From an optimization exercise on the open Yosys and OpenROAD flow, aimed at small area and a short achievable clock period; shortcuts taken in it are not production practice.
At most, simulation tests tie the RTL to the original design; equivalence was not proved.
Only the layout flow was run in runs 1 to 3; the RTL was not checked for function there.
Power figures rest on the tool's default switching activity, not on a simulated workload.

==> design.v <==
module pg_0 (
    input logic a,
    input logic b,
    output logic p,
    output logic g
);
assign p = a ^ b;
assign g = a & b;
endmodule
module pg_1plus (
    input logic pi_cur,
    input logic gi_cur,
    input logic pi_prev,
    input logic gi_prev,
    output logic pout,
    output logic gout
);
assign pout = pi_cur & pi_prev;
assign gout = gi_cur | (pi_cur & gi_prev);
endmodule
module ks_add #(
    parameter N = 64
)
(
    input  logic         clk,
    input  logic         rstn_,
    input  logic         en,
    input  logic [N-1:0] a,
    input  logic [N-1:0] b,
    output logic [N-1:0] out
);
    logic [5:0] c_reg;                   
    logic [5:0] c_nxt;                   
    logic [N-1:0] d;                       
    logic [N-1:0] p;                       
    logic [N-1:0] gx, tx;                  
    ks_xor #(.W(N)) u_p (.a(a), .b(b), .p(p));
    ks_gt #(.W(N)) u_gt (.a(a), .b(b), .g(gx), .t(tx));
    ks_chunk10_first u_chunk0 (
        .g(gx[9:0]),
        .t(tx[9:0]),
        .p(p[9:0]),
        .q(out[9:0]),
        .en(en),
        .rstn(rstn_),
        .d(d[9:0]),
        .cd(c_nxt[0])
    );
    ks_chunk9 u_chunk1 (
        .g(gx[18:10]),
        .t(tx[18:10]),
        .p(p[18:10]),
        .cin(c_reg[0]),
        .q(out[18:10]),
        .en(en),
        .rstn(rstn_),
        .d(d[18:10]),
        .cd(c_nxt[1])
    );
    ks_chunk9 u_chunk2 (
        .g(gx[27:19]),
        .t(tx[27:19]),
        .p(p[27:19]),
        .cin(c_reg[1]),
        .q(out[27:19]),
        .en(en),
        .rstn(rstn_),
        .d(d[27:19]),
        .cd(c_nxt[2])
    );
    ks_chunk9 u_chunk3 (
        .g(gx[36:28]),
        .t(tx[36:28]),
        .p(p[36:28]),
        .cin(c_reg[2]),
        .q(out[36:28]),
        .en(en),
        .rstn(rstn_),
        .d(d[36:28]),
        .cd(c_nxt[3])
    );
    ks_chunk9 u_chunk4 (
        .g(gx[45:37]),
        .t(tx[45:37]),
        .p(p[45:37]),
        .cin(c_reg[3]),
        .q(out[45:37]),
        .en(en),
        .rstn(rstn_),
        .d(d[45:37]),
        .cd(c_nxt[4])
    );
    ks_chunk9 u_chunk5 (
        .g(gx[54:46]),
        .t(tx[54:46]),
        .p(p[54:46]),
        .cin(c_reg[4]),
        .q(out[54:46]),
        .en(en),
        .rstn(rstn_),
        .d(d[54:46]),
        .cd(c_nxt[5])
    );
    ks_chunk9_last u_chunk6 (
        .g(gx[63:55]),
        .t(tx[63:55]),
        .p(p[63:55]),
        .cin(c_reg[5]),
        .q(out[63:55]),
        .en(en),
        .rstn(rstn_),
        .d(d[63:55])
    );
    always_ff @(posedge clk) begin
        out <= d;
    end
    always_ff @(posedge clk) begin
        if (en) begin
            c_reg <= c_nxt;
        end
    end
endmodule
module ks_xor #(
    parameter W = 64
)
(
    input  logic [W-1:0] a,
    input  logic [W-1:0] b,
    output logic [W-1:0] p
);
    assign p = a ^ b;
endmodule
module ks_gt #(
    parameter W = 64
)
(
    input  logic [W-1:0] a,
    input  logic [W-1:0] b,
    output logic [W-1:0] g,
    output logic [W-1:0] t
);
    assign g = ~(a & b);
    assign t = ~(a | b);
endmodule
module ks_chunk10_first #(
    parameter W = 10
)
(
    input  logic [W-1:0] g,  
    input  logic [W-1:0] t,  
    input  logic [W-1:0] p,  
    input  logic [W-1:0] q,  
    input  logic         en,
    input  logic         rstn,
    output logic [W-1:0] d,  
    output logic         cd  
);
    logic [W-1:0] g0, t0;
    assign g0 = ~g;
    assign t0 = ~t;
    logic [W-1:0] g1, t1;
    assign g1[0] = g0[0];
    assign t1[0] = t0[0];
    assign g1[1] = g0[1] | (t0[1] & g0[0]);
    assign t1[1] = t0[1] & t0[0];
    assign g1[2] = g0[2];
    assign t1[2] = t0[2];
    assign g1[3] = g0[3] | (t0[3] & g0[2]);
    assign t1[3] = t0[3] & t0[2];
    assign g1[4] = g0[4];
    assign t1[4] = t0[4];
    assign g1[5] = g0[5] | (t0[5] & g0[4]);
    assign t1[5] = t0[5] & t0[4];
    assign g1[6] = g0[6];
    assign t1[6] = t0[6];
    assign g1[7] = g0[7] | (t0[7] & g0[6]);
    assign t1[7] = t0[7] & t0[6];
    assign g1[8] = g0[8];
    assign t1[8] = t0[8];
    assign g1[9] = g0[9] | (t0[9] & g0[8]);
    assign t1[9] = t0[9] & t0[8];
    logic [W-1:0] g2, t2;
    assign g2[0] = g1[0];
    assign t2[0] = t1[0];
    assign g2[1] = g1[1];
    assign t2[1] = t1[1];
    assign g2[2] = g1[2] | (t1[2] & g1[1]);
    assign t2[2] = t1[2] & t1[1];
    assign g2[3] = g1[3] | (t1[3] & g1[1]);
    assign t2[3] = t1[3] & t1[1];
    assign g2[4] = g1[4];
    assign t2[4] = t1[4];
    assign g2[5] = g1[5];
    assign t2[5] = t1[5];
    assign g2[6] = g1[6] | (t1[6] & g1[5]);
    assign t2[6] = t1[6] & t1[5];
    assign g2[7] = g1[7] | (t1[7] & g1[5]);
    assign t2[7] = t1[7] & t1[5];
    assign g2[8] = g1[8];
    assign t2[8] = t1[8];
    assign g2[9] = g1[9];
    assign t2[9] = t1[9];
    logic [W-1:0] g3, t3;
    assign g3[0] = g2[0];
    assign t3[0] = t2[0];
    assign g3[1] = g2[1];
    assign t3[1] = t2[1];
    assign g3[2] = g2[2];
    assign t3[2] = t2[2];
    assign g3[3] = g2[3];
    assign t3[3] = t2[3];
    assign g3[4] = g2[4] | (t2[4] & g2[3]);
    assign t3[4] = t2[4] & t2[3];
    assign g3[5] = g2[5] | (t2[5] & g2[3]);
    assign t3[5] = t2[5] & t2[3];
    assign g3[6] = g2[6] | (t2[6] & g2[3]);
    assign t3[6] = t2[6] & t2[3];
    assign g3[7] = g2[7] | (t2[7] & g2[3]);
    assign t3[7] = t2[7] & t2[3];
    assign g3[8] = g2[8];
    assign t3[8] = t2[8];
    assign g3[9] = g2[9];
    assign t3[9] = t2[9];
    logic [W-1:0] g4, t4;
    assign g4[0] = g3[0];
    assign t4[0] = t3[0];
    assign g4[1] = g3[1];
    assign t4[1] = t3[1];
    assign g4[2] = g3[2];
    assign t4[2] = t3[2];
    assign g4[3] = g3[3];
    assign t4[3] = t3[3];
    assign g4[4] = g3[4];
    assign t4[4] = t3[4];
    assign g4[5] = g3[5];
    assign t4[5] = t3[5];
    assign g4[6] = g3[6];
    assign t4[6] = t3[6];
    assign g4[7] = g3[7];
    assign t4[7] = t3[7];
    assign g4[8] = g3[8] | (t3[8] & g3[7]);
    assign t4[8] = t3[8] & t3[7];
    assign g4[9] = g3[9] | (t3[9] & g3[7]);
    assign t4[9] = t3[9] & t3[7];
    logic [W:0]   c;                       
    logic [W-1:0] s;
    assign c[0] = 1'b0;
    assign c[W:1] = g4;
    assign s = p ^ c[W-1:0];
    assign d = !rstn ? '0 : (en ? s : q);
    assign cd = c[W];
endmodule
module ks_chunk9 #(
    parameter W = 9
)
(
    input  logic [W-1:0] g,  
    input  logic [W-1:0] t,  
    input  logic [W-1:0] p,  
    input  logic         cin,  
    input  logic [W-1:0] q,  
    input  logic         en,
    input  logic         rstn,
    output logic [W-1:0] d,  
    output logic         cd  
);
    logic [W-1:0] g0, t0;
    assign g0 = ~g;
    assign t0 = ~t;
    logic [W-1:0] g1, t1;
    assign g1[0] = g0[0];
    assign t1[0] = t0[0];
    assign g1[1] = g0[1] | (t0[1] & g0[0]);
    assign t1[1] = t0[1] & t0[0];
    assign g1[2] = g0[2];
    assign t1[2] = t0[2];
    assign g1[3] = g0[3] | (t0[3] & g0[2]);
    assign t1[3] = t0[3] & t0[2];
    assign g1[4] = g0[4];
    assign t1[4] = t0[4];
    assign g1[5] = g0[5] | (t0[5] & g0[4]);
    assign t1[5] = t0[5] & t0[4];
    assign g1[6] = g0[6];
    assign t1[6] = t0[6];
    assign g1[7] = g0[7] | (t0[7] & g0[6]);
    assign t1[7] = t0[7] & t0[6];
    assign g1[8] = g0[8];
    assign t1[8] = t0[8];
    logic [W-1:0] g2, t2;
    assign g2[0] = g1[0];
    assign t2[0] = t1[0];
    assign g2[1] = g1[1];
    assign t2[1] = t1[1];
    assign g2[2] = g1[2] | (t1[2] & g1[1]);
    assign t2[2] = t1[2] & t1[1];
    assign g2[3] = g1[3] | (t1[3] & g1[1]);
    assign t2[3] = t1[3] & t1[1];
    assign g2[4] = g1[4];
    assign t2[4] = t1[4];
    assign g2[5] = g1[5];
    assign t2[5] = t1[5];
    assign g2[6] = g1[6] | (t1[6] & g1[5]);
    assign t2[6] = t1[6] & t1[5];
    assign g2[7] = g1[7] | (t1[7] & g1[5]);
    assign t2[7] = t1[7] & t1[5];
    assign g2[8] = g1[8];
    assign t2[8] = t1[8];
    logic [W-1:0] g3, t3;
    assign g3[0] = g2[0];
    assign t3[0] = t2[0];
    assign g3[1] = g2[1];
    assign t3[1] = t2[1];
    assign g3[2] = g2[2];
    assign t3[2] = t2[2];
    assign g3[3] = g2[3];
    assign t3[3] = t2[3];
    assign g3[4] = g2[4] | (t2[4] & g2[3]);
    assign t3[4] = t2[4] & t2[3];
    assign g3[5] = g2[5] | (t2[5] & g2[3]);
    assign t3[5] = t2[5] & t2[3];
    assign g3[6] = g2[6] | (t2[6] & g2[3]);
    assign t3[6] = t2[6] & t2[3];
    assign g3[7] = g2[7] | (t2[7] & g2[3]);
    assign t3[7] = t2[7] & t2[3];
    assign g3[8] = g2[8];
    assign t3[8] = t2[8];
    logic [W-1:0] g4, t4;
    assign g4[0] = g3[0];
    assign t4[0] = t3[0];
    assign g4[1] = g3[1];
    assign t4[1] = t3[1];
    assign g4[2] = g3[2];
    assign t4[2] = t3[2];
    assign g4[3] = g3[3];
    assign t4[3] = t3[3];
    assign g4[4] = g3[4];
    assign t4[4] = t3[4];
    assign g4[5] = g3[5];
    assign t4[5] = t3[5];
    assign g4[6] = g3[6];
    assign t4[6] = t3[6];
    assign g4[7] = g3[7];
    assign t4[7] = t3[7];
    assign g4[8] = g3[8] | (t3[8] & g3[7]);
    assign t4[8] = t3[8] & t3[7];
    logic [W:0]   c;                       
    logic [W-1:0] s;
    assign c[0] = cin;
    assign c[W:1] = g4 | (t4 & {W{cin}});
    assign s = p ^ c[W-1:0];
    assign d = !rstn ? '0 : (en ? s : q);
    assign cd = c[W];
endmodule
module ks_chunk9_last #(
    parameter W = 9
)
(
    input  logic [W-1:0] g,  
    input  logic [W-1:0] t,  
    input  logic [W-1:0] p,  
    input  logic         cin,  
    input  logic [W-1:0] q,  
    input  logic         en,
    input  logic         rstn,
    output logic [W-1:0] d  
);
    logic [W-1:0] g0, t0;
    assign g0 = ~g;
    assign t0 = ~t;
    logic [W-1:0] g1, t1;
    assign g1[0] = g0[0];
    assign t1[0] = t0[0];
    assign g1[1] = g0[1] | (t0[1] & g0[0]);
    assign t1[1] = t0[1] & t0[0];
    assign g1[2] = g0[2];
    assign t1[2] = t0[2];
    assign g1[3] = g0[3] | (t0[3] & g0[2]);
    assign t1[3] = t0[3] & t0[2];
    assign g1[4] = g0[4];
    assign t1[4] = t0[4];
    assign g1[5] = g0[5] | (t0[5] & g0[4]);
    assign t1[5] = t0[5] & t0[4];
    assign g1[6] = g0[6];
    assign t1[6] = t0[6];
    assign g1[7] = g0[7] | (t0[7] & g0[6]);
    assign t1[7] = t0[7] & t0[6];
    assign g1[8] = g0[8];
    assign t1[8] = t0[8];
    logic [W-1:0] g2, t2;
    assign g2[0] = g1[0];
    assign t2[0] = t1[0];
    assign g2[1] = g1[1];
    assign t2[1] = t1[1];
    assign g2[2] = g1[2] | (t1[2] & g1[1]);
    assign t2[2] = t1[2] & t1[1];
    assign g2[3] = g1[3] | (t1[3] & g1[1]);
    assign t2[3] = t1[3] & t1[1];
    assign g2[4] = g1[4];
    assign t2[4] = t1[4];
    assign g2[5] = g1[5];
    assign t2[5] = t1[5];
    assign g2[6] = g1[6] | (t1[6] & g1[5]);
    assign t2[6] = t1[6] & t1[5];
    assign g2[7] = g1[7] | (t1[7] & g1[5]);
    assign t2[7] = t1[7] & t1[5];
    assign g2[8] = g1[8];
    assign t2[8] = t1[8];
    logic [W-1:0] g3, t3;
    assign g3[0] = g2[0];
    assign t3[0] = t2[0];
    assign g3[1] = g2[1];
    assign t3[1] = t2[1];
    assign g3[2] = g2[2];
    assign t3[2] = t2[2];
    assign g3[3] = g2[3];
    assign t3[3] = t2[3];
    assign g3[4] = g2[4] | (t2[4] & g2[3]);
    assign t3[4] = t2[4] & t2[3];
    assign g3[5] = g2[5] | (t2[5] & g2[3]);
    assign t3[5] = t2[5] & t2[3];
    assign g3[6] = g2[6] | (t2[6] & g2[3]);
    assign t3[6] = t2[6] & t2[3];
    assign g3[7] = g2[7] | (t2[7] & g2[3]);
    assign t3[7] = t2[7] & t2[3];
    assign g3[8] = g2[8];
    assign t3[8] = t2[8];
    logic [W-1:0] g4, t4;
    assign g4[0] = g3[0];
    assign t4[0] = t3[0];
    assign g4[1] = g3[1];
    assign t4[1] = t3[1];
    assign g4[2] = g3[2];
    assign t4[2] = t3[2];
    assign g4[3] = g3[3];
    assign t4[3] = t3[3];
    assign g4[4] = g3[4];
    assign t4[4] = t3[4];
    assign g4[5] = g3[5];
    assign t4[5] = t3[5];
    assign g4[6] = g3[6];
    assign t4[6] = t3[6];
    assign g4[7] = g3[7];
    assign t4[7] = t3[7];
    assign g4[8] = g3[8] | (t3[8] & g3[7]);
    assign t4[8] = t3[8] & t3[7];
    logic [W:0]   c;                       
    logic [W-1:0] s;
    assign c[0] = cin;
    assign c[W:1] = g4 | (t4 & {W{cin}});
    assign s = p ^ c[W-1:0];
    assign d = !rstn ? '0 : (en ? s : q);
endmodule
==> flow/run.sh <==
#!/bin/bash
# The standard layout, except that the input and output ports get the
# smallest buffer cell instead of the one buffer_ports picks by itself.
set -euo pipefail
export BUFFER_PORTS_ARGS="-buffer_cell sky130_fd_sc_hd__buf_1"
bash standard.sh finish > standard_flow.log 2>&1
==> standard.sh <==
#!/bin/bash
# synth_recipe.tcl (not shown) runs the flow's synth.tcl, then flattens the netlist and writes it again
# the make line also repeats each setting of config.mk as NAME=value (left out here)
make -C /OpenROAD-flow-scripts/flow DESIGN_CONFIG=/design/flow/config.mk WORK_HOME=/design/flow/orfs CLKGATE_MAP_FILE= SYNTH_SCRIPT=/design/flow/synth_recipe.tcl "${@:-finish}"
==> config.mk <==
export PLATFORM = sky130hd
export DESIGN_NAME = ks_add
export DESIGN_NICKNAME = ks_add
export VERILOG_FILES = /design/flow/design.v
export SDC_FILE = /design/flow/constraint.sdc
export NUM_CORES = 4
export LEC_CHECK = 0
export ABC_AREA = 1
export CAP_MARGIN = 20
export CORE_MARGIN = 2
export CORE_UTILIZATION = 40
export SLEW_MARGIN = 20
export SYNTH_HIERARCHICAL = 1
export SYNTH_MINIMUM_KEEP_SIZE = 0
==> constraint.sdc <==
create_clock -name core_clock -period 2.0 [get_ports {clk}]
set_input_delay 0.4000 -clock core_clock [delete_from_list [all_inputs] [get_ports {clk}]]
set_output_delay 0.4000 -clock core_clock [all_outputs]
set_load 0.01 [all_outputs]
==> results of run 1 <==
metrics by stage:
stage               cell area [sq um]  std cells
finish                           7510       1576
detailed placement               7180       1560
floorplan                        6150       1175
global route                     7510       1576
global placement                 7180       1560
CTS                              7510       1576
how the worst min path moves through the flow:
stage | endpoint | slack, ns | cells after the start | start
after global routing | c_reg[4]$_DFFE_PP_ | 0.44 | 3 | b[45]
after CTS | c_reg[4]$_DFFE_PP_ | 0.41 | 3 | b[45]
final | c_reg[4]$_DFFE_PP_ | 0.43 | 3 | b[45]
after floorplan | c_reg[0]$_DFFE_PP_ | 0.51 | 0 | en
after global placement | out[0]$_DFF_P_ | 0.47 | 2 | out[0]$_DFF_P_
after detailed placement | out[0]$_DFF_P_ | 0.48 | 2 | out[0]$_DFF_P_
area by class of cell:
| type | count | area (sq um) | share of cell area |
|---|---|---|---|
| inverters | 270 | 1010 | 0.135 |
| repair buffers | 204 | 832 | 0.111 |
| well taps | 188 | 235 | 0.0313 |
| clock buffers | 12 | 278 | 0.0370 |
| multi-input cells | 828 | 3640 | 0.485 |
| clock inverters | 4 | 50.0 | 0.00666 |
| flip-flops and latches | 70 | 1460 | 0.195 |
metal layers:
metal | vias to the layer above | part of all wire
li1 | 3883 | -
met1 | 2733 | 0.47
met2 | 123 | 0.45
met3 | 13 | 0.061
met4 | 0 | 0.014
met5 | - | 0
power by group through the flow:
stage | clock network (mW) | logic, mW | registers, mW
detailed placement | 0 | 1.37 | 1.66
finish | 1.74 | 1.36 | 1.63
global route | 1.86 | 1.60 | 1.64
floorplan | 0 | 0.867 | 1.70
CTS | 1.80 | 1.38 | 1.63
global placement | 0 | 1.36 | 1.66
==> run summary, run 1 <==
Final nets=~1.5k; maximum clock frequency=just under 800 MHz; # port buffers=approximately 190; reg2reg start=c_reg[1]$_DFFE_PP_; switching portion of total power=0.329; Slew headroom=0.827; post-route minimum period=about 1.3 ns; starting density of the core=0.406; flop2flop setup slack=~0.75 ns; routing usage on met3=0.0526; Initial DRC Count=roughly 240; largest net degree at the start of global routing=34; Max stage delay cell, worst path=dfxtp_1; commonest non-fill, non-tap cells in the layout=393 x nand2_1, 267 x inv_1, 211 x nor2_1; Critical Path AT=0.87 ns; die height=128 um; clk slew on worst S/H paths=0.06 ns; Worst Setup SP=out[32]$_DFF_P_; RD Place Congestion=0.833; largest fanout on the critical path=2; Clock Skews=approximately 0.0045 ns; highest cell delay on the worst timing path=~0.33 ns; Util after Layout=0.496; RR Endpoint=c_reg[2]$_DFFE_PP_; PD cells=around 630 mW/mm^2; post-CTS sizing=0; Final Hold Slack=about 0.43 ns; Clk pwr share=0.367; CTS max path bufs=2; n_diodes=0; drt wl/cell=roughly 9.5 um; period utilisation layout=0.636; final hold violations=0; Critical path destination=out[32]; Setup TNS=0 ns; FF-to-FF path depth=6; CTS tree=yes; Final Max Tran Viols=0; setup violators final=0; Filler cells=roughly 1.7k; switching pwr=around 1.6 mW; Core Area=0.0151 sq mm; mapped cell area=~0.006 sq mm; critical path's top delay family=flip-flops; commonest non-fill, non-tap cell in the layout=nand2_1; Startpoint Class=flip-flop; cell internal pwr=around 3.2 mW; RSZ-0062 raised after global routing=false; outcome=timing/DRC/antenna clean; row cnt=45; Post-DP HPWL=between 10 and 15 mm; first-pass GRT wire length=between 20 and 30 mm; Num Clock Sinks=70; H-tree depth=3; Pwr Total=approximately 4.7 mW; num ports=195; Peak supply drop=0.000339 V; actual slew at the worst max-slew pin=~0.26 ns; worst skew pair latency=0.33 ns; setup slack after layout=slightly above 0.7 ns; DRT Wirelength=15.0 mm; max reg flops=between 60 and 70; cts bufs inserted=9; GRT overflow=0; layout cells sized above 1=0.0483; TritonRoute pass-1 iters=5; Root Driver=clkbuf_16; sequential power share=0.345; kind of critical path=flip-flop to output pin; antenna-violating nets left=0; die area=approximately 0.016 sq mm; pre-CTS WS=approximately 0.38 ns; layer with the highest usage=met2; Post-CTS Setup Bufs=0; initial antenna violation count=0; crit path cell chain=buf_1; P&R area growth vs syn=22.1%; Syn Area/Cell=between 5 and 6 sq um; P_leak=about 4.5 nW; maxcap violations=0; worst path bufs/invs=1; vias post-DR=between 6k and 7k; met2 Resource Use GR=0.321; Crit path required time=approximately 1.6 ns; Tot GR Track Use=0.186; met1 usage=0.228; Worst path depth=1; CP endpoint kind=output pin; synthesized instance count=between 1k and 1.5k; Combinational Power Share=0.288; cts hold-fix bufs=0; vias in the first global route=5,833; synth warn=7; DR vias/cell=~4.3; net count after synthesis=1,306; Hold Path Class=primary input to flip-flop; DRC Markers=0; chip width=128 um
==> inputs of run 2 (changes only) <==
--- a/design.v
+++ b/design.v
@@ -34,5 +34,3 @@
     logic [N-1:0] d;                       
-    logic [N-1:0] p;                       
     logic [N-1:0] gx, tx;                  
-    ks_xor #(.W(N)) u_p (.a(a), .b(b), .p(p));
     ks_gt #(.W(N)) u_gt (.a(a), .b(b), .g(gx), .t(tx));
@@ -41,3 +39,2 @@
         .t(tx[9:0]),
-        .p(p[9:0]),
         .q(out[9:0]),
@@ -51,3 +48,2 @@
         .t(tx[18:10]),
-        .p(p[18:10]),
         .cin(c_reg[0]),
@@ -62,3 +58,2 @@
         .t(tx[27:19]),
-        .p(p[27:19]),
         .cin(c_reg[1]),
@@ -73,3 +68,2 @@
         .t(tx[36:28]),
-        .p(p[36:28]),
         .cin(c_reg[2]),
@@ -84,3 +78,2 @@
         .t(tx[45:37]),
-        .p(p[45:37]),
         .cin(c_reg[3]),
@@ -95,3 +88,2 @@
         .t(tx[54:46]),
-        .p(p[54:46]),
         .cin(c_reg[4]),
@@ -106,3 +98,2 @@
         .t(tx[63:55]),
-        .p(p[63:55]),
         .cin(c_reg[5]),
@@ -122,12 +113,2 @@
 endmodule
-module ks_xor #(
-    parameter W = 64
-)
-(
-    input  logic [W-1:0] a,
-    input  logic [W-1:0] b,
-    output logic [W-1:0] p
-);
-    assign p = a ^ b;
-endmodule
 module ks_gt #(
@@ -150,3 +131,2 @@
     input  logic [W-1:0] t,  
-    input  logic [W-1:0] p,  
     input  logic [W-1:0] q,  
@@ -244,2 +224,4 @@
     assign t4[9] = t3[9] & t3[7];
+    logic [W-1:0] p;                       
+    assign p = t0 & ~g0;
     logic [W:0]   c;                       
@@ -258,3 +240,2 @@
     input  logic [W-1:0] t,  
-    input  logic [W-1:0] p,  
     input  logic         cin,  
@@ -345,2 +326,4 @@
     assign t4[8] = t3[8] & t3[7];
+    logic [W-1:0] p;                       
+    assign p = t0 & ~g0;
     logic [W:0]   c;                       
@@ -359,3 +342,2 @@
     input  logic [W-1:0] t,  
-    input  logic [W-1:0] p,  
     input  logic         cin,  
@@ -445,2 +427,4 @@
     assign t4[8] = t3[8] & t3[7];
+    logic [W-1:0] p;                       
+    assign p = t0 & ~g0;
     logic [W:0]   c;                       
==> run 2 against run 1 <==
Against the previous run:
- synthesized area is 12% lower
- largest power group unchanged
- cell count fell by 15%
- worst setup slack got worse by 0.12 ns
- critical endpoint is now c_reg[2]$_DFFE_PP_
- power down 1.9%
- largest cell class unchanged
- routed wire length down 9.6%
- die area is 11% lower
- core utilization rose by 1.2 points
- count of clock-buffer cells in the layout is 2 higher
- non-clock buffer count decreased by 2
- critical path type is now primary input to flip-flop
- register-to-register slack lost 0.09 ns
- clock power is essentially flat
- worst hold slack lost 0.017 ns
==> run summary, run 2 <==
DRT Wirelength=around 14 mm; chip width=approximately 120 um; Crit path required time=roughly 2.1 ns; sequential area share after synthesis=0.269; Final Max Tran Viols=0; final hold violations=0; Synth top cells by count=247 x nor2_1, 217 x nand2_1, 164 x inv_1; Num Clock Sinks=70; actual slew at the worst max-slew pin=between 0.5 and 0.6 ns; reg2reg start=c_reg[3]$_DFFE_PP_; commonest non-fill, non-tap cells in the layout=247 x nor2_1, 217 x nand2_1, 192 x buf_1; sequential power share=0.350; cts bufs inserted=9; Clock Skews=0.00237 ns; dominant cell type by area after synthesis=dfxtp_1; cts hold-fix bufs=0; ys flop type=dfxtp_1; Post-DP HPWL=10.9 mm; initial antenna violation count=0; RD Place Congestion=0.917; first-pass GRT wire length=between 20 and 25 mm; Hold Path Class=primary input to flip-flop; number of synthesized flops with an enable pin=6; Synth top area share=0.236; Seq cells post-synth=70; die area=roughly 0.015 sq mm; Post-synth ARST share=0; routing usage on met3=0.0406; row cnt=42; Peak supply drop=0.000328 V; PD cells=689 mW/mm^2; Startpoint Class=primary input; Post-CTS Setup Bufs=0; hold path endpoint=c_reg[0]$_DFFE_PP_; RSZ-0062 raised after global routing=false; post-synthesis cell type count=28; post-CTS sizing=0; clk slew on worst S/H paths=about 0.060 ns; placed cell count=between 1k and 1.5k; largest net degree at the start of global routing=37; largest fanout on the critical path=5; Syn Area/Cell=around 5.7 sq um; net count after synthesis=between 1k and 1.5k; most common cell in the netlist=nor2_1; maxcap violations=0; starting density of the core=0.410; CP endpoint kind=flip-flop; commonest non-fill, non-tap cell in the layout=nor2_1; Critical Path AT=~1.5 ns; period utilisation layout=0.695; H-tree depth=3; FF-to-FF path depth=5; synth top area cells=dfxtp_1 24%, nor2_1 17%, nand2_1 15%, inv_1 11%, nand3_1 5.5%; maximum clock frequency=a little over 700 MHz; synthesized instance count=between 900 and 1k; CTS max path bufs=2; TritonRoute pass-1 iters=4; DR vias/cell=4.47; mapped cell area=~0.0054 sq mm; RR Endpoint=c_reg[4]$_DFFE_PP_; Final Hold Slack=a little over 0.4 ns; Setup TNS=0 ns; Initial DRC Count=249; non-filler cells, final=~1.3k; flop2flop setup slack=between 0.6 and 0.7 ns; synth warn=7; layer with the highest usage=met2; cell internal pwr=3.17 mW; outcome=timing/DRC/antenna clean; Hold Crit Depth=3; setup violators final=0; CTS tree=yes; post-route minimum period=~1.4 ns; n_diodes=0; Final nets=between 1k and 1.5k; kind of critical path=primary input to flip-flop; vias in the first global route=between 5k and 6k; worst skew pair latency=between 0.3 and 0.4 ns; Filler cells=about 1.5k; P_leak=3.62 nW; switching portion of total power=0.315; Hold Startpoint=b[9]; P&R area growth vs syn=23.9%; switching pwr=between 1 and 1.5 mW; # port buffers=between 150 and 200; layout cells sized above 1=0.0709; Slew headroom=0.607; die height=roughly 120 um; Tot GR Track Use=0.186; antenna-violating nets left=0; max reg flops=64; drt wl/cell=just over 10 um; GRT overflow=0; Root Driver=clkbuf_16; Combinational Power Share=0.277; met2 Resource Use GR=0.300; Clk pwr share=0.373; Core Area=approximately 0.013 sq mm; num ports=about 200; met1 usage=0.243; DRC Markers=0; vias post-DR=just under 6k; Pwr Total=roughly 4.6 mW
-- run 2: per-module statistics from Yosys (local to each module, per instance), excerpt --
module / area [sq um] / copies in the design
ks_chunk9_last: 482 / 1
ks_chunk10_first: 484 / 1
ks_chunk9: 504 / 5
ks_add: 1460 / 1
-- run 2: cell families (layout without fill, tap and decap cells) --
kind of cell              count (synthesis)  count (layout)  share of synthesized area
and+or+nand+nor                         569             569                      0.437
buffers and inverters                   179             383                      0.127
AOI/OAI and AO/OA                       117             117                      0.140
DFF                                      70              70                      0.269
xor gates and xnor gates                 17              17                     0.0274
-- run 2: area by class of cell --
type                    instances  area [sq um]  share of cell area
clock buffers                  14           295              0.0439
flip-flops and latches         70          1460               0.217
well taps                     176           220              0.0327
inverters                     165           619              0.0920
repair buffers                202           818               0.122
clock inverters                 2          35.0             0.00521
multi-input cells             703          3280               0.487
-- run 2: critical path, stage by stage --
cell and delay [ns]:
buf_1 0.08, nor2_1 0.28, nor2_1 0.11, nand3_2 0.09, nand3_2 0.14, nand2_2 0.11, a21oi_1 0.06, or2_1 0.20
-- run 2: layer usage --
layer	vias to the layer above	part of all wire
met5	-	0
met1	2470	0.49
li1	3326	-
met3	17	0.060
met2	141	0.43
met4	0	0.019
-- run 2: per-stage QoR --
step            util  area [sq um]  worst slack (ns)
2_1_floorplan      -          5430             0.510
3_3_place_gp   0.483          6400             0.280
3_5_place_dp   0.483          6400             0.264
4_1_cts        0.508          6730             0.620
5_1_grt        0.508          6730             0.475
6_report       0.508          6730             0.610
-- run 2: worst max path at each step --
stage / startpoint / end / slack (ns) / cells past startpoint
final: b[20] / c_reg[2]$_DFFE_PP_ / 0.61 / 8
after global routing: b[11] / c_reg[1]$_DFFE_PP_ / 0.47 / 8
after CTS: b[20] / c_reg[2]$_DFFE_PP_ / 0.62 / 8
after detailed placement: b[20] / c_reg[2]$_DFFE_PP_ / 0.26 / 8
after global placement: b[47] / c_reg[5]$_DFFE_PP_ / 0.28 / 8
after floorplan: b[11] / c_reg[1]$_DFFE_PP_ / 0.51 / 7
-- run 2: power groups by stage --
stage               registers (mW)  clock network (mW)  logic (mW)
detailed placement            1.65                   0        1.29
global placement              1.65                   0        1.28
floorplan                     1.69                   0       0.857
global route                  1.63                1.83        1.49
CTS                           1.62                1.79        1.30
finish                        1.62                1.73        1.28
==> inputs of run 3 (changes only) <==
--- a/design.v
+++ b/design.v
@@ -34,3 +34,5 @@
     logic [N-1:0] d;                       
+    logic [N-1:0] p;                       
     logic [N-1:0] gx, tx;                  
+    ks_xor #(.W(N)) u_p (.a(a), .b(b), .p(p));
     ks_gt #(.W(N)) u_gt (.a(a), .b(b), .g(gx), .t(tx));
@@ -39,2 +41,3 @@
         .t(tx[9:0]),
+        .p(p[9:0]),
         .q(out[9:0]),
@@ -48,2 +51,3 @@
         .t(tx[18:10]),
+        .p(p[18:10]),
         .cin(c_reg[0]),
@@ -58,2 +62,3 @@
         .t(tx[27:19]),
+        .p(p[27:19]),
         .cin(c_reg[1]),
@@ -68,2 +73,3 @@
         .t(tx[36:28]),
+        .p(p[36:28]),
         .cin(c_reg[2]),
@@ -78,2 +84,3 @@
         .t(tx[45:37]),
+        .p(p[45:37]),
         .cin(c_reg[3]),
@@ -88,2 +95,3 @@
         .t(tx[54:46]),
+        .p(p[54:46]),
         .cin(c_reg[4]),
@@ -98,2 +106,3 @@
         .t(tx[63:55]),
+        .p(p[63:55]),
         .cin(c_reg[5]),
@@ -113,2 +122,12 @@
 endmodule
+module ks_xor #(
+    parameter W = 64
+)
+(
+    input  logic [W-1:0] a,
+    input  logic [W-1:0] b,
+    output logic [W-1:0] p
+);
+    assign p = a ^ b;
+endmodule
 module ks_gt #(
@@ -131,2 +150,3 @@
     input  logic [W-1:0] t,  
+    input  logic [W-1:0] p,  
     input  logic [W-1:0] q,  
@@ -166,4 +186,4 @@
     assign t2[1] = t1[1];
-    assign g2[2] = g1[2] | (t1[2] & g1[1]);
-    assign t2[2] = t1[2] & t1[1];
+    assign g2[2] = g1[2];
+    assign t2[2] = t1[2];
     assign g2[3] = g1[3] | (t1[3] & g1[1]);
@@ -174,4 +194,4 @@
     assign t2[5] = t1[5];
-    assign g2[6] = g1[6] | (t1[6] & g1[5]);
-    assign t2[6] = t1[6] & t1[5];
+    assign g2[6] = g1[6];
+    assign t2[6] = t1[6];
     assign g2[7] = g1[7] | (t1[7] & g1[5]);
@@ -191,8 +211,8 @@
     assign t3[3] = t2[3];
-    assign g3[4] = g2[4] | (t2[4] & g2[3]);
-    assign t3[4] = t2[4] & t2[3];
-    assign g3[5] = g2[5] | (t2[5] & g2[3]);
-    assign t3[5] = t2[5] & t2[3];
-    assign g3[6] = g2[6] | (t2[6] & g2[3]);
-    assign t3[6] = t2[6] & t2[3];
+    assign g3[4] = g2[4];
+    assign t3[4] = t2[4];
+    assign g3[5] = g2[5];
+    assign t3[5] = t2[5];
+    assign g3[6] = g2[6];
+    assign t3[6] = t2[6];
     assign g3[7] = g2[7] | (t2[7] & g2[3]);
@@ -214,4 +234,4 @@
     assign t4[4] = t3[4];
-    assign g4[5] = g3[5];
-    assign t4[5] = t3[5];
+    assign g4[5] = g3[5] | (t3[5] & g3[3]);
+    assign t4[5] = t3[5] & t3[3];
     assign g4[6] = g3[6];
@@ -220,8 +240,27 @@
     assign t4[7] = t3[7];
-    assign g4[8] = g3[8] | (t3[8] & g3[7]);
-    assign t4[8] = t3[8] & t3[7];
+    assign g4[8] = g3[8];
+    assign t4[8] = t3[8];
     assign g4[9] = g3[9] | (t3[9] & g3[7]);
     assign t4[9] = t3[9] & t3[7];
-    logic [W-1:0] p;                       
-    assign p = t0 & ~g0;
+    logic [W-1:0] g5, t5;
+    assign g5[0] = g4[0];
+    assign t5[0] = t4[0];
+    assign g5[1] = g4[1];
+    assign t5[1] = t4[1];
+    assign g5[2] = g4[2] | (t4[2] & g4[1]);
+    assign t5[2] = t4[2] & t4[1];
+    assign g5[3] = g4[3];
+    assign t5[3] = t4[3];
+    assign g5[4] = g4[4] | (t4[4] & g4[3]);
+    assign t5[4] = t4[4] & t4[3];
+    assign g5[5] = g4[5];
+    assign t5[5] = t4[5];
+    assign g5[6] = g4[6] | (t4[6] & g4[5]);
+    assign t5[6] = t4[6] & t4[5];
+    assign g5[7] = g4[7];
+    assign t5[7] = t4[7];
+    assign g5[8] = g4[8] | (t4[8] & g4[7]);
+    assign t5[8] = t4[8] & t4[7];
+    assign g5[9] = g4[9];
+    assign t5[9] = t4[9];
     logic [W:0]   c;                       
@@ -229,3 +268,3 @@
     assign c[0] = 1'b0;
-    assign c[W:1] = g4;
+    assign c[W:1] = g5;
     assign s = p ^ c[W-1:0];
@@ -240,2 +279,3 @@
     input  logic [W-1:0] t,  
+    input  logic [W-1:0] p,  
     input  logic         cin,  
@@ -274,4 +314,4 @@
     assign t2[1] = t1[1];
-    assign g2[2] = g1[2] | (t1[2] & g1[1]);
-    assign t2[2] = t1[2] & t1[1];
+    assign g2[2] = g1[2];
+    assign t2[2] = t1[2];
     assign g2[3] = g1[3] | (t1[3] & g1[1]);
@@ -282,4 +322,4 @@
     assign t2[5] = t1[5];
-    assign g2[6] = g1[6] | (t1[6] & g1[5]);
-    assign t2[6] = t1[6] & t1[5];
+    assign g2[6] = g1[6];
+    assign t2[6] = t1[6];
     assign g2[7] = g1[7] | (t1[7] & g1[5]);
@@ -297,8 +337,8 @@
     assign t3[3] = t2[3];
-    assign g3[4] = g2[4] | (t2[4] & g2[3]);
-    assign t3[4] = t2[4] & t2[3];
-    assign g3[5] = g2[5] | (t2[5] & g2[3]);
-    assign t3[5] = t2[5] & t2[3];
-    assign g3[6] = g2[6] | (t2[6] & g2[3]);
-    assign t3[6] = t2[6] & t2[3];
+    assign g3[4] = g2[4];
+    assign t3[4] = t2[4];
+    assign g3[5] = g2[5];
+    assign t3[5] = t2[5];
+    assign g3[6] = g2[6];
+    assign t3[6] = t2[6];
     assign g3[7] = g2[7] | (t2[7] & g2[3]);
@@ -318,4 +358,4 @@
     assign t4[4] = t3[4];
-    assign g4[5] = g3[5];
-    assign t4[5] = t3[5];
+    assign g4[5] = g3[5] | (t3[5] & g3[3]);
+    assign t4[5] = t3[5] & t3[3];
     assign g4[6] = g3[6];
@@ -324,6 +364,23 @@
     assign t4[7] = t3[7];
-    assign g4[8] = g3[8] | (t3[8] & g3[7]);
-    assign t4[8] = t3[8] & t3[7];
-    logic [W-1:0] p;                       
-    assign p = t0 & ~g0;
+    assign g4[8] = g3[8];
+    assign t4[8] = t3[8];
+    logic [W-1:0] g5, t5;
+    assign g5[0] = g4[0];
+    assign t5[0] = t4[0];
+    assign g5[1] = g4[1];
+    assign t5[1] = t4[1];
+    assign g5[2] = g4[2] | (t4[2] & g4[1]);
+    assign t5[2] = t4[2] & t4[1];
+    assign g5[3] = g4[3];
+    assign t5[3] = t4[3];
+    assign g5[4] = g4[4] | (t4[4] & g4[3]);
+    assign t5[4] = t4[4] & t4[3];
+    assign g5[5] = g4[5];
+    assign t5[5] = t4[5];
+    assign g5[6] = g4[6] | (t4[6] & g4[5]);
+    assign t5[6] = t4[6] & t4[5];
+    assign g5[7] = g4[7];
+    assign t5[7] = t4[7];
+    assign g5[8] = g4[8] | (t4[8] & g4[7]);
+    assign t5[8] = t4[8] & t4[7];
     logic [W:0]   c;                       
@@ -331,3 +388,3 @@
     assign c[0] = cin;
-    assign c[W:1] = g4 | (t4 & {W{cin}});
+    assign c[W:1] = g5 | (t5 & {W{cin}});
     assign s = p ^ c[W-1:0];
@@ -342,2 +399,3 @@
     input  logic [W-1:0] t,  
+    input  logic [W-1:0] p,  
     input  logic         cin,  
@@ -375,4 +433,4 @@
     assign t2[1] = t1[1];
-    assign g2[2] = g1[2] | (t1[2] & g1[1]);
-    assign t2[2] = t1[2] & t1[1];
+    assign g2[2] = g1[2];
+    assign t2[2] = t1[2];
     assign g2[3] = g1[3] | (t1[3] & g1[1]);
@@ -383,4 +441,4 @@
     assign t2[5] = t1[5];
-    assign g2[6] = g1[6] | (t1[6] & g1[5]);
-    assign t2[6] = t1[6] & t1[5];
+    assign g2[6] = g1[6];
+    assign t2[6] = t1[6];
     assign g2[7] = g1[7] | (t1[7] & g1[5]);
@@ -398,8 +456,8 @@
     assign t3[3] = t2[3];
-    assign g3[4] = g2[4] | (t2[4] & g2[3]);
-    assign t3[4] = t2[4] & t2[3];
-    assign g3[5] = g2[5] | (t2[5] & g2[3]);
-    assign t3[5] = t2[5] & t2[3];
-    assign g3[6] = g2[6] | (t2[6] & g2[3]);
-    assign t3[6] = t2[6] & t2[3];
+    assign g3[4] = g2[4];
+    assign t3[4] = t2[4];
+    assign g3[5] = g2[5];
+    assign t3[5] = t2[5];
+    assign g3[6] = g2[6];
+    assign t3[6] = t2[6];
     assign g3[7] = g2[7] | (t2[7] & g2[3]);
@@ -419,4 +477,4 @@
     assign t4[4] = t3[4];
-    assign g4[5] = g3[5];
-    assign t4[5] = t3[5];
+    assign g4[5] = g3[5] | (t3[5] & g3[3]);
+    assign t4[5] = t3[5] & t3[3];
     assign g4[6] = g3[6];
@@ -425,6 +483,23 @@
     assign t4[7] = t3[7];
-    assign g4[8] = g3[8] | (t3[8] & g3[7]);
-    assign t4[8] = t3[8] & t3[7];
-    logic [W-1:0] p;                       
-    assign p = t0 & ~g0;
+    assign g4[8] = g3[8];
+    assign t4[8] = t3[8];
+    logic [W-1:0] g5, t5;
+    assign g5[0] = g4[0];
+    assign t5[0] = t4[0];
+    assign g5[1] = g4[1];
+    assign t5[1] = t4[1];
+    assign g5[2] = g4[2] | (t4[2] & g4[1]);
+    assign t5[2] = t4[2] & t4[1];
+    assign g5[3] = g4[3];
+    assign t5[3] = t4[3];
+    assign g5[4] = g4[4] | (t4[4] & g4[3]);
+    assign t5[4] = t4[4] & t4[3];
+    assign g5[5] = g4[5];
+    assign t5[5] = t4[5];
+    assign g5[6] = g4[6] | (t4[6] & g4[5]);
+    assign t5[6] = t4[6] & t4[5];
+    assign g5[7] = g4[7];
+    assign t5[7] = t4[7];
+    assign g5[8] = g4[8] | (t4[8] & g4[7]);
+    assign t5[8] = t4[8] & t4[7];
     logic [W:0]   c;                       
@@ -432,3 +507,3 @@
     assign c[0] = cin;
-    assign c[W:1] = g4 | (t4 & {W{cin}});
+    assign c[W:1] = g5 | (t5 & {W{cin}});
     assign s = p ^ c[W-1:0];
--- a/config.mk
+++ b/config.mk
@@ -7,3 +7,3 @@
 export LEC_CHECK = 0
-export ABC_AREA = 1
+export ABC_AREA = 0
 export CAP_MARGIN = 20
==> run 3 against run 2 <==
Against the previous run:
- still clean
- global-route usage decreased by 0.055 points
- sequential power increased by 3%
- via count decreased by 13%
- non-clock buffer count decreased by 3
- maximum frequency decreased by 5.5%
- flip-flop and latch count unchanged
- sequential share of layout area increased by 0.56 points
- register-to-register slack got worse by 0.13 ns
- synthesized area decreased by 2.6%
- core utilization decreased by 0.69 points
- combinational power increased by 6%
- critical path depth decreased by 1
- critical path type unchanged
- largest cell class unchanged
- highest routed layer unchanged
==> run summary, run 3 <==
outcome=timing/DRC/antenna clean; row cnt=42; Filler cells=1,385; largest net degree at the start of global routing=57; Post-DP HPWL=around 10 mm; Clock Skews=about 0.005 ns; vias post-DR=roughly 5.2k; Hold Startpoint=b[45]; Crit path required time=~2.2 ns; P&R area growth vs syn=24.0%; maxcap violations=0; clk slew on worst S/H paths=0.06 ns; Routed met3 length=~670 um; P_leak=about 2.7 nW; initial antenna violation count=0; highest routed layer=met4; Core Area=0.0131 sq mm; # port buffers=roughly 190; layout cells sized above 1=0.0583; Final Max Tran Viols=0; synth warn=7; Max stage delay cell, worst path=a2111o_1; n_diodes=0; synthesized instance count=between 700 and 800; Post-CTS Setup Bufs=0; period utilisation layout=0.736; H-tree depth=3; crit path cell chain=buf_1 -> nand2_1 -> a21o_1 -> a2111o_1 -> a21oi_1 -> mux2i_1 -> nand2_1; Startpoint Class=primary input; PD cells=slightly above 700 mW/mm^2; kind of critical path=primary input to flip-flop; Final nets=1,035; Syn Area/Cell=approximately 7.5 sq um; reg2reg start=c_reg[5]$_DFFE_PP_; Slew headroom=0.677; non-filler cells, final=~1.1k; Peak supply drop=between 0.0003 and 0.0004 V; first-pass GRT wire length=roughly 22 mm; worst path bufs/invs=1; DR vias/cell=4.80; met1 WL=about 6.3 mm; post-route minimum period=1.47 ns; post-CTS sizing=0; hold path endpoint=c_reg[4]$_DFFE_PP_; flop2flop setup slack=approximately 0.53 ns; GRT overflow=0; Final Hold Slack=approximately 0.43 ns; placed cell count=1,069; Hold Crit Depth=3; die area=about 0.014 sq mm; drt wl/cell=~12 um; Initial DRC Count=roughly 270; actual slew at the worst max-slew pin=~0.48 ns; Root Driver=clkbuf_16; commonest non-fill, non-tap cell in the layout=buf_1; chip width=approximately 120 um; antenna-violating nets left=0; vias in the first global route=~4.8k; Worst path depth=7; cts bufs inserted=9; Hold Path Class=primary input to flip-flop; worst skew pair latency=around 0.33 ns; commonest non-fill, non-tap cells in the layout=192 x buf_1, 134 x nand2_1, 95 x nor2_1; CTS max path bufs=2; wire length on met2=around 5.8 mm; maximum clock frequency=around 680 MHz; net count after synthesis=between 800 and 900; CP endpoint kind=flip-flop; die height=approximately 120 um; Setup TNS=0 ns; largest fanout on the critical path=4; Num Clock Sinks=70; TritonRoute pass-1 iters=4; critical path's top delay family=compound AO/OA/AOI/OAI gates; highest cell delay on the worst timing path=0.40 ns; num ports=195; Tot GR Track Use=0.185; Critical Path AT=about 1.7 ns; setup violators final=0; cts hold-fix bufs=0; max reg flops=64; RSZ-0062 raised after global routing=false; RR Endpoint=out[62]$_DFF_P_; starting density of the core=0.404; FF-to-FF path depth=5; DRT Wirelength=between 10 and 15 mm; mapped cell area=about 0.0053 sq mm; RD Place Congestion=roughly 0.85; most used cell, CP=nand2_1; final hold violations=0; CTS tree=yes; DRC Markers=0
==> run 3: area by class of cell <==
type / instances / area [sq um] / share of cell area
inverters: 16 / 60.1 / 0.00916
clock buffers: 15 / 268 / 0.0408
flip-flops and latches: 70 / 1460 / 0.223
well taps: 176 / 220 / 0.0336
clock inverters: 1 / 30.0 / 0.00458
repair buffers: 199 / 793 / 0.121
multi-input cells: 608 / 3730 / 0.568
==> run 3: power by group <==
group	total, mW	switching, mW	internal [mW]
clock network	1.61	0.577	1.04
registers	1.67	0.0904	1.58
logic	1.36	0.781	0.582
total	4.64	1.45	3.20
==> run 3: how the worst max path moves through the flow <==
stage | startpoint | endpoint
after CTS | c_reg[5]$_DFFE_PP_ | out[62]$_DFF_P_
after detailed placement | a[58] | out[63]$_DFF_P_
after global routing | c_reg[5]$_DFFE_PP_ | out[62]$_DFF_P_
after global placement | a[58] | out[63]$_DFF_P_
final | b[58] | out[63]$_DFF_P_
after floorplan | a[58] | out[63]$_DFF_P_
==> run 3: through the flow <==
step | util | setup WS (ns) | cell area [sq um] | power, mW
final | 0.501 | 0.528 | 6560 | 4.64
after global routing | 0.501 | 0.412 | 6560 | 4.94
after CTS | 0.501 | 0.514 | 6560 | 4.72
after detailed placement | 0.478 | 0.201 | 6260 | 3.07
after global placement | 0.478 | 0.220 | 6260 | 3.06
after floorplan | - | 0.440 | 5290 | 2.61
==> run 3: per-layer routing <==
metal	vias up	GRT usage
met5	-	0
met4	0	0.0558
met3	11	0.0354
met2	131	0.305
met1	2249	0.246
li1	2818	-
==> run 3: worst reg2reg max path, stage by stage, from the launching register on <==
cell,delay [ns]
edfxtp_1,0.40
and2b_1,0.21
o21ai_2,0.27
a21oi_2,0.10
mux2i_1,0.12
a211o_1,0.25
==> inputs of run 4 (changes only) <==
--- a/design.v
+++ b/design.v
@@ -34,5 +34,3 @@
     logic [N-1:0] d;                       
-    logic [N-1:0] p;                       
     logic [N-1:0] gx, tx;                  
-    ks_xor #(.W(N)) u_p (.a(a), .b(b), .p(p));
     ks_gt #(.W(N)) u_gt (.a(a), .b(b), .g(gx), .t(tx));
@@ -41,3 +39,2 @@
         .t(tx[9:0]),
-        .p(p[9:0]),
         .q(out[9:0]),
@@ -51,3 +48,2 @@
         .t(tx[18:10]),
-        .p(p[18:10]),
         .cin(c_reg[0]),
@@ -62,3 +58,2 @@
         .t(tx[27:19]),
-        .p(p[27:19]),
         .cin(c_reg[1]),
@@ -73,3 +68,2 @@
         .t(tx[36:28]),
-        .p(p[36:28]),
         .cin(c_reg[2]),
@@ -84,3 +78,2 @@
         .t(tx[45:37]),
-        .p(p[45:37]),
         .cin(c_reg[3]),
@@ -95,3 +88,2 @@
         .t(tx[54:46]),
-        .p(p[54:46]),
         .cin(c_reg[4]),
@@ -106,3 +98,2 @@
         .t(tx[63:55]),
-        .p(p[63:55]),
         .cin(c_reg[5]),
@@ -122,12 +113,2 @@
 endmodule
-module ks_xor #(
-    parameter W = 64
-)
-(
-    input  logic [W-1:0] a,
-    input  logic [W-1:0] b,
-    output logic [W-1:0] p
-);
-    assign p = a ^ b;
-endmodule
 module ks_gt #(
@@ -150,3 +131,2 @@
     input  logic [W-1:0] t,  
-    input  logic [W-1:0] p,  
     input  logic [W-1:0] q,  
@@ -265,2 +245,4 @@
     assign t5[9] = t4[9];
+    logic [W-1:0] p;                       
+    assign p = t0 & ~g0;
     logic [W:0]   c;                       
@@ -279,3 +261,2 @@
     input  logic [W-1:0] t,  
-    input  logic [W-1:0] p,  
     input  logic         cin,  
@@ -385,2 +366,4 @@
     assign t5[8] = t4[8] & t4[7];
+    logic [W-1:0] p;                       
+    assign p = t0 & ~g0;
     logic [W:0]   c;                       
@@ -399,3 +382,2 @@
     input  logic [W-1:0] t,  
-    input  logic [W-1:0] p,  
     input  logic         cin,  
@@ -504,2 +486,4 @@
     assign t5[8] = t4[8] & t4[7];
+    logic [W-1:0] p;                       
+    assign p = t0 & ~g0;
     logic [W:0]   c;                       
--- a/config.mk
+++ b/config.mk
@@ -7,3 +7,3 @@
 export LEC_CHECK = 0
-export ABC_AREA = 0
+export ABC_AREA = 1
 export CAP_MARGIN = 20
@@ -11,2 +11,4 @@
 export CORE_UTILIZATION = 40
+export CTS_CLUSTER_DIAMETER = 200
+export CTS_CLUSTER_SIZE = 50
 export SLEW_MARGIN = 20
==> run 4 against run 3 <==
Against the previous run:
- highest routed layer unchanged
- critical path type unchanged
- via count increased by 4.2%
- die area decreased by 3.9%
- register-to-register slack improved by 0.18 ns
- still clean
- count of clock-buffer cells in the layout increased by 1
==> run summary, run 4 <==
net count after synthesis=just over 1k; post-CTS sizing=0; CTS max path bufs=2; Final Max Tran Viols=0; DRT Wirelength=12.2 mm; outcome=timing/DRC/antenna clean; Root Driver=clkbuf_16; maxcap violations=0; worst skew pair latency=0.33 ns; Seq cells post-synth=70; Post-synth ARST share=0; Num Clock Sinks=70; Hold Crit Depth=3; Tot GR Track Use=0.183; FF-to-FF path depth=10; Worst path depth=13; Synth top area share=0.252; critical path's top delay family=simple AND/OR/NAND/NOR gates; first-pass GRT wire length=~20 mm; actual slew at the worst max-slew pin=0.321 ns; Final nets=around 1.2k; dominant cell type by area after synthesis=dfxtp_1; DRC Markers=0; row cnt=41; # port buffers=194; post-synthesis cell type count=22; CTS tree=yes; Clock Skews=0.00360 ns; kind of critical path=primary input to flip-flop; Crit path required time=around 2.2 ns; Post-DP HPWL=between 9 and 10 mm; largest fanout on the critical path=4; number of synthesized flops with an enable pin=6; Critical Path AT=about 1.6 ns; worst path bufs/invs=2; RD Place Congestion=between 0.8 and 0.9; Hold Path Class=primary input to flip-flop; commonest non-fill, non-tap cells in the layout=219 x nor2_1, 192 x buf_1, 189 x nand2_1; sequential area share after synthesis=0.288; layout cells sized above 1=0.0574; Core Area=about 0.013 sq mm; Filler cells=between 1k and 1.5k; TritonRoute pass-1 iters=6; crit path cell chain=buf_1 -> nor2_1 -> nor2_1 -> nand3_1 -> nand3_2 -> nand2_2 -> nand2_2 -> nand2_2 -> nand2_1 -> nand2_1 -> nand3_1 -> nand2_1 -> inv_1; Slew headroom=0.786; Syn Area/Cell=~5.8 sq um; starting density of the core=0.406; Synth top cells by count=219 x nor2_1, 189 x nand2_1, 154 x inv_1; Setup TNS=0 ns; most common cell in the netlist=nor2_1; setup violators final=0; P&R area growth vs syn=24.3%; GRT overflow=0; DR vias/cell=between 4 and 5; synth top area cells=dfxtp_1 25%, nor2_1 16%, nand2_1 14%, inv_1 11%, o21ai_0 3.9%; synthesized instance count=roughly 880; PD cells=686 mW/mm^2; Post-CTS Setup Bufs=0; CP endpoint kind=flip-flop; n_diodes=0; final hold violations=0; RSZ-0062 raised after global routing=false; maximum clock frequency=between 700 and 800 MHz; Peak supply drop=around 0.00035 V; Util after Layout=0.504; commonest non-fill, non-tap cell in the layout=nor2_1; synth warn=7; die height=between 100 and 150 um; H-tree depth=3; chip width=approximately 120 um; post-route minimum period=~1.3 ns; drt wl/cell=9.75 um; vias in the first global route=between 4k and 5k; Max stage delay cell, worst path=nor2_1; pre-CTS WS=about 0.32 ns; initial antenna violation count=0; largest net degree at the start of global routing=between 50 and 60; P_leak=approximately 3.4 nW; num ports=195; setup slack after layout=0.653 ns; ys flop type=dfxtp_1; clk slew on worst S/H paths=approximately 0.05 ns; antenna-violating nets left=0; mapped cell area=0.00508 sq mm; period utilisation layout=0.673; die area=~0.014 sq mm; cts hold-fix bufs=0; Startpoint Class=primary input; max reg flops=64; vias post-DR=roughly 5.4k; cts bufs inserted=9; Initial DRC Count=between 200 and 300; highest cell delay on the worst timing path=~0.27 ns
==> run 4: layout make-up <==
type | count | area (sq um) | area share
flip-flops and latches | 70 | 1460 | 0.232
multi-input cells | 642 | 2970 | 0.471
well taps | 172 | 215 | 0.0341
repair buffers | 198 | 801 | 0.127
inverters | 154 | 578 | 0.0916
clock buffers | 16 | 282 | 0.0446
==> run 4: final timing paths <==
| kind | from | to | slack [ns] |
|---|---|---|---|
| max | b[29] | out[35]$_DFF_P_ | 0.65 |
| min | b[36] | c_reg[3]$_DFFE_PP_ | 0.39 |
| max reg2reg | c_reg[2]$_DFFE_PP_ | out[35]$_DFF_P_ | 0.71 |
| min reg2reg | out[50]$_DFF_P_ | out[50]$_DFF_P_ | 0.48 |
==> run 4: metrics by stage <==
step           hold WS, ns  area, sq um  total power [mW]  cells
4_1_cts              0.369         6310              4.39   1252
2_1_floorplan        0.489         5080              2.47    879
5_1_grt              0.405         6310              4.63   1252
6_report             0.387         6310              4.33   1252
3_3_place_gp         0.464         6030              2.84   1236
3_5_place_dp         0.465         6030              2.85   1236
==> run 4: power by group <==
part / leakage [nW] / internal (mW) / total, mW / switching [mW]
sequential: 0.590 / 1.55 / 1.63 / 0.0778
clock: 0.137 / 0.943 / 1.52 / 0.574
combinational: 2.69 / 0.455 / 1.18 / 0.725
==> run 4: per-module statistics from Yosys, one instance, submodules excluded, a selection <==
module | copies in the design | area [sq um]
ks_chunk9 | 5 | 447
ks_chunk9_last | 1 | 439
ks_add | 1 | 1460
ks_chunk10_first | 1 | 463
==> run 4: cells by family after synthesis <==
| logic type | after synthesis | synth area share |
|---|---|---|
| XOR/XNOR | 34 | 0.0587 |
| buffers and inverters | 167 | 0.127 |
| AND/OR/NAND/NOR | 485 | 0.392 |
| flip-flops | 70 | 0.288 |
| AO/OA/AOI/OAI | 123 | 0.135 |
==> run 4: worst reg2reg max path, cell delays in order (launching register included) <==
cell	delay [ns]
edfxtp_1	0.45
nand3_1	0.13
nand3_2	0.14
nand2_2	0.09
nand2_2	0.06
nand2_2	0.06
nand2_1	0.05
nand2_1	0.06
nand3_1	0.06
nand2_1	0.06
inv_1	0.03
==> run 4: layer usage <==
layer | global-route usage | share of wire | wire length (um)
met2 | 0.286 | 0.40 | 4910
met1 | 0.237 | 0.50 | 6090
met3 | 0.0592 | 0.081 | 986
met4 | 0.0659 | 0.017 | 211
met5 | 0 | 0 | 0
==> inputs of run 5 (changes only) <==
--- a/config.mk
+++ b/config.mk
@@ -11,4 +11,2 @@
 export CORE_UTILIZATION = 40
-export CTS_CLUSTER_DIAMETER = 200
-export CTS_CLUSTER_SIZE = 50
 export SLEW_MARGIN = 20
==> run 5 against run 4 <==
Against the previous run:
- critical path type unchanged
- global-route usage stayed put
- synthesized area is the same
- combinational power about the same
- count of clock-buffer cells in the layout did not move
- highest routed layer unchanged
- via count unchanged
- register-to-register slack hardly changed
- synthesized cell count unchanged
- power unchanged
- still clean on timing, DRC and antenna
- core utilization unchanged
==> run summary, run 5 <==
synthesized instance count=roughly 880; highest cell delay on the worst timing path=between 0.2 and 0.3 ns; vias in the first global route=between 4k and 5k; cts hold-fix bufs=0; Crit path required time=roughly 2.2 ns; Final Max Tran Viols=0; kind of critical path=primary input to flip-flop; Post-DP Area=between 0.006 and 0.007 sq mm; row cnt=41; ys flop type=dfxtp_1; sequential area share after synthesis=0.288; Synth top area share=0.252; Post-synth ARST share=0; Num Clock Sinks=70; Hold Path Class=primary input to flip-flop; number of synthesized flops with an enable pin=6; mapped cell area=0.00508 sq mm; period utilisation layout=0.673; Tot GR Track Use=0.183; num ports=~200; RD Place Congestion=approximately 0.85; post-synthesis cell type count=22; net count after synthesis=between 1k and 1.5k; Setup TNS=0 ns; commonest non-fill, non-tap cell in the layout=nor2_1; synth warn=7; TritonRoute pass-1 iters=6; Peak supply drop=about 0.00035 V; Filler cells=between 1k and 1.5k; maxcap violations=0; first-pass GRT wire length=between 15 and 20 mm; outcome=timing/DRC/antenna clean; RSZ-0062 raised after global routing=false; H-tree depth=3; DRT Wirelength=between 10 and 15 mm; Finished Cell Area=roughly 0.0063 sq mm; largest fanout on the critical path=4; most common cell in the netlist=nor2_1; final hold violations=0; n_diodes=0; synth top area cells=dfxtp_1 25%, nor2_1 16%, nand2_1 14%, inv_1 11%, o21ai_0 3.9%; Seq cells post-synth=70; clk slew on worst S/H paths=around 0.05 ns; placed cell count=roughly 1.2k; DRC Markers=0; antenna-violating nets left=0; # port buffers=between 150 and 200; Startpoint Class=primary input; Clock Skews=about 0.0036 ns; chip width=between 100 and 150 um; P&R area growth vs syn=24.3%; Synth top cells by count=219 x nor2_1, 189 x nand2_1, 154 x inv_1; cts bufs inserted=9; critical path's top delay family=simple AND/OR/NAND/NOR gates; Critical Path AT=approximately 1.6 ns; Core Area=between 0.01 and 0.015 sq mm; largest net degree at the start of global routing=51; Max stage delay cell, worst path=nor2_1; Final Hold Slack=0.387 ns; PD cells=686 mW/mm^2; vias post-DR=around 5.4k; Slew headroom=0.786; maximum clock frequency=around 740 MHz; Root Driver=clkbuf_16; actual slew at the worst max-slew pin=around 0.32 ns; Final nets=roughly 1.2k; CTS max path bufs=2; die area=about 0.014 sq mm; post-route minimum period=1.35 ns; post-CTS sizing=0; Post-DP HPWL=between 9 and 10 mm; dominant cell type by area after synthesis=dfxtp_1; crit path cell chain=buf_1 -> nor2_1 -> nor2_1 -> nand3_1 -> nand3_2 -> nand2_2 -> nand2_2 -> nand2_2 -> nand2_1 -> nand2_1 -> nand3_1 -> nand2_1 -> inv_1; DR vias/cell=~4.3; worst skew pair latency=approximately 0.33 ns; GRT overflow=0; max reg flops=between 60 and 70; worst path bufs/invs=2; CTS tree=yes; commonest non-fill, non-tap cells in the layout=219 x nor2_1, 192 x buf_1, 189 x nand2_1; die height=between 100 and 150 um; initial antenna violation count=0; Initial DRC Count=272; setup violators final=0; layout cells sized above 1=0.0574; CP endpoint kind=flip-flop; drt wl/cell=~9.7 um; P_leak=around 3.4 nW; Pwr Total=4.33 mW; Post-CTS Setup Bufs=0; non-filler cells, final=approximately 1.3k; starting density of the core=0.406; Syn Area/Cell=5.78 sq um
run 5: cell counts after synthesis:
No cell type changed its count.
run 5: modules after synthesis (local to each module, per instance), excerpt:
module / area, sq um / copies in the design
ks_add: 1460 / 1
ks_chunk10_first: 463 / 1
ks_chunk9: 447 / 5
ks_chunk9_last: 439 / 1
run 5: worst min-delay path: stages:
cell and delay, ns:
buf_1 0.09, nand2_1 0.07, nand2_1 0.06
run 5: cell families (layout without fill, tap and decap cells):
kind of cell    after synthesis  count (layout)  share of synthesized area
compound gates              123             123                      0.135
buf+inv                     167             368                      0.127
flops                        70              70                      0.288
xor+xnor                     34              34                     0.0587
simple gates                485             485                      0.392
run 5: stage by stage:
stage,setup WS (ns),utilization
floorplan,0.624,-
CTS,0.665,0.504
detailed placement,0.325,0.482
global placement,0.340,0.482
finish,0.653,0.504
global route,0.440,0.504
run 5: final timing paths:
| path | startpoint | slack, ns | cells past startpoint | end |
|---|---|---|---|---|
| max reg2reg | c_reg[2]$_DFFE_PP_ | 0.71 | 10 | out[35]$_DFF_P_ |
| max | b[29] | 0.65 | 13 | out[35]$_DFF_P_ |
| min reg2reg | out[50]$_DFF_P_ | 0.48 | 2 | out[50]$_DFF_P_ |
| min | b[36] | 0.39 | 3 | c_reg[3]$_DFFE_PP_ |
run 5: cell type report:
| class | count | area, sq um | area share |
|---|---|---|---|
| clock buffers | 16 | 282 | 0.0446 |
| flip-flops and latches | 70 | 1460 | 0.232 |
| inverters | 154 | 578 | 0.0916 |
| repair buffers | 198 | 801 | 0.127 |
| well taps | 172 | 215 | 0.0341 |
| multi-input cells | 642 | 2970 | 0.471 |
run 5: metal layers:
layer / GRT usage / part of all wire
met4: 0.0659 / 0.017
met3: 0.0592 / 0.081
met5: 0 / 0
met1: 0.237 / 0.50
met2: 0.286 / 0.40
run 5: report_power, final:
group	internal [mW]	switching, mW
logic	0.455	0.725
clock network	0.943	0.574
registers	1.55	0.0778
total	2.95	1.38
==> inputs of run 6 (changes only) <==
--- a/config.mk
+++ b/config.mk
@@ -10,3 +10,4 @@
 export CORE_MARGIN = 2
-export CORE_UTILIZATION = 40
+export CORE_UTILIZATION = 60
+export PLACE_DENSITY = 0.75
 export SLEW_MARGIN = 20
==> run 6 against run 5 <==
Against the previous run:
- first-iteration DRC count down 34%
- cell area fell by 2.2%
- maximum frequency decreased by 4.1%
- routed wire length is 4.4% lower
- highest routed layer unchanged
- global-route usage is 6.9 points higher
- sequential power barely moved
- count of clock-buffer cells in the layout down 5
- non-clock buffer count up 1
- critical endpoint unchanged
- still clean on timing, DRC and antenna
- sequential share of layout area rose by 0.52 points
- critical path type is now flip-flop to flip-flop
==> run summary, run 6 <==
kind of critical path=flip-flop to flip-flop; CTS max path bufs=2; # port buffers=just under 200; Seq cells post-synth=70; placed cell count=1,170; row cnt=33; antenna-violating nets left=0; Syn Area/Cell=~5.8 sq um; clk slew on worst S/H paths=around 0.08 ns; Max stage delay cell, worst path=edfxtp_1; DRT Wirelength=11.7 mm; drt wl/cell=just under 10 um; non-filler cells, final=1,186; outcome=timing/DRC/antenna clean; sequential power share=0.393; worst skew pair latency=approximately 0.34 ns; Finished Cell Area=~0.0062 sq mm; synthesized instance count=between 800 and 900; max reg flops=64; P&R area growth vs syn=21.5%; Routed met3 length=between 800 and 900 um; Synth top area share=0.252; setup violators final=0; chip width=96.0 um; Synth top cells by count=219 x nor2_1, 189 x nand2_1, 154 x inv_1; Slew headroom=0.818; Util after Layout=0.751; DR vias/cell=roughly 4.8; largest fanout on the critical path=4; number of synthesized flops with an enable pin=6; initial antenna violation count=0; switching pwr=1.35 mW; Startpoint Class=flip-flop; mapped cell area=between 0.005 and 0.006 sq mm; switching portion of total power=0.327; highest cell delay on the worst timing path=0.46 ns; layout cells sized above 1=0.0601; maxcap violations=0; Initial DRC Count=180; most common cell in the netlist=nor2_1; net count after synthesis=around 1k; sequential area share after synthesis=0.288; actual slew at the worst max-slew pin=approximately 0.27 ns; n_diodes=0; Final Max Tran Viols=0; maximum clock frequency=712 MHz; GRT overflow=0; Filler cells=between 700 and 800; starting density of the core=0.618; post-synthesis cell type count=22; reg2reg start=c_reg[2]$_DFFE_PP_; Post-CTS Setup Bufs=0; RSZ-0062 raised after global routing=false; largest net degree at the start of global routing=55; CTS tree=yes; Combinational Power Share=0.288; crit path cell chain=nand3_1 -> nand3_2 -> nand2_2 -> nand2_2 -> nand2_2 -> nand2_1 -> nand2_1 -> nand3_1 -> nand2_1 -> inv_1; Hold Path Class=primary input to flip-flop; TritonRoute pass-1 iters=6; DRC Markers=0; Root Driver=clkbuf_8; cell internal pwr=~2.8 mW; Peak supply drop=~0.00040 V; dominant cell type by area after synthesis=dfxtp_1; Crit path required time=~2.2 ns; wire length on met2=roughly 5.4 mm; num ports=slightly below 200; Pwr Total=approximately 4.1 mW; Setup TNS=0 ns; Post-DP Area=~0.0059 sq mm; vias in the first global route=between 4k and 5k; Critical Path AT=1.65 ns; period utilisation layout=0.702; H-tree depth=3; Post-synth ARST share=0; flop2flop setup slack=roughly 0.60 ns; synth warn=7; PD cells=around 670 mW/mm^2; Final nets=between 1k and 1.5k; final hold violations=0; Tot GR Track Use=0.252; first-pass GRT wire length=between 15 and 20 mm; RD Place Congestion=0.907; synth top area cells=dfxtp_1 25%, nor2_1 16%, nand2_1 14%, inv_1 11%, o21ai_0 3.9%; Post-DP HPWL=a little over 9 mm; highest routed layer=met4; ys flop type=dfxtp_1; cts hold-fix bufs=0; Clock Skews=0.00878 ns; die height=96.0 um; die area=0.00921 sq mm; post-CTS sizing=0; cts bufs inserted=9; met1 WL=around 5.2 mm; post-route minimum period=around 1.4 ns; Clk pwr share=0.319; Num Clock Sinks=70; Hold Startpoint=b[9]; P_leak=approximately 3.4 nW; Core Area=approximately 0.0082 sq mm; Worst Setup SP=c_reg[2]$_DFFE_PP_; commonest non-fill, non-tap cells in the layout=219 x nor2_1, 193 x buf_1, 189 x nand2_1; vias post-DR=approximately 5.7k; commonest non-fill, non-tap cell in the layout=nor2_1; CP endpoint kind=flip-flop
-- run 6: cell counts after synthesis --
No cell type changed its count.
-- run 6: routing by layer --
layer | GRT usage | vias to the layer above
met1 | 0.292 | 2425
li1 | - | 3081
met4 | 0.0905 | 0
met2 | 0.444 | 163
met3 | 0.0673 | 20
met5 | 0 | -
-- run 6: cell type report --
cell class	count	area, sq um	share of cell area
multi-input cells	642	2970	0.482
well taps	105	131	0.0213
clock inverters	5	80.1	0.0130
inverters	154	578	0.0937
clock buffers	11	153	0.0247
repair buffers	199	795	0.129
flip-flops and latches	70	1460	0.237
-- run 6: cell families after synthesis --
| kind of cell | synth area share |
|---|---|
| xor+xnor | 0.0587 |
| simple gates | 0.392 |
| buf+inv | 0.127 |
| flops | 0.288 |
| compound gates | 0.135 |
-- run 6: worst paths after layout --
| path | end | cells after the start |
|---|---|---|
| worst max-delay path | out[35]$_DFF_P_ | 10 |
| worst min-delay path | c_reg[0]$_DFFE_PP_ | 3 |
| worst max register to register | out[35]$_DFF_P_ | 10 |
| worst min register to register | out[32]$_DFF_P_ | 2 |
-- run 6: worst max-delay path, delay by kind of cell, from the launching register on --
family,cells,cell delay [ns]
AND/OR/NAND/NOR,9,0.78
buffers and inverters,1,0.05
flip-flops,1,0.46
-- run 6: power by group through the flow --
stage | Clock [mW] | Combinational (mW) | Sequential, mW
CTS | 1.34 | 1.19 | 1.62
floorplan | 0 | 0.773 | 1.70
finish | 1.32 | 1.19 | 1.62
global route | 1.40 | 1.37 | 1.64
detailed placement | 0 | 1.18 | 1.65
global placement | 0 | 1.16 | 1.65
-- run 6: per-module statistics from Yosys (local to each module, per instance), a selection --
module	copies in the design	flip-flops and latches	cells
ks_add	1	70	70
ks_chunk9	5	0	97
ks_chunk10_first	1	0	101
ks_chunk9_last	1	0	95
-- run 6: per-stage QoR --
| stage | setup slack [ns] | hold WS [ns] |
|---|---|---|
| 3_5_place_dp | 0.338 | 0.472 |
| 5_1_grt | 0.491 | 0.408 |
| 6_report | 0.596 | 0.378 |
| 2_1_floorplan | 0.624 | 0.489 |
| 3_3_place_gp | 0.406 | 0.452 |
| 4_1_cts | 0.590 | 0.376 |
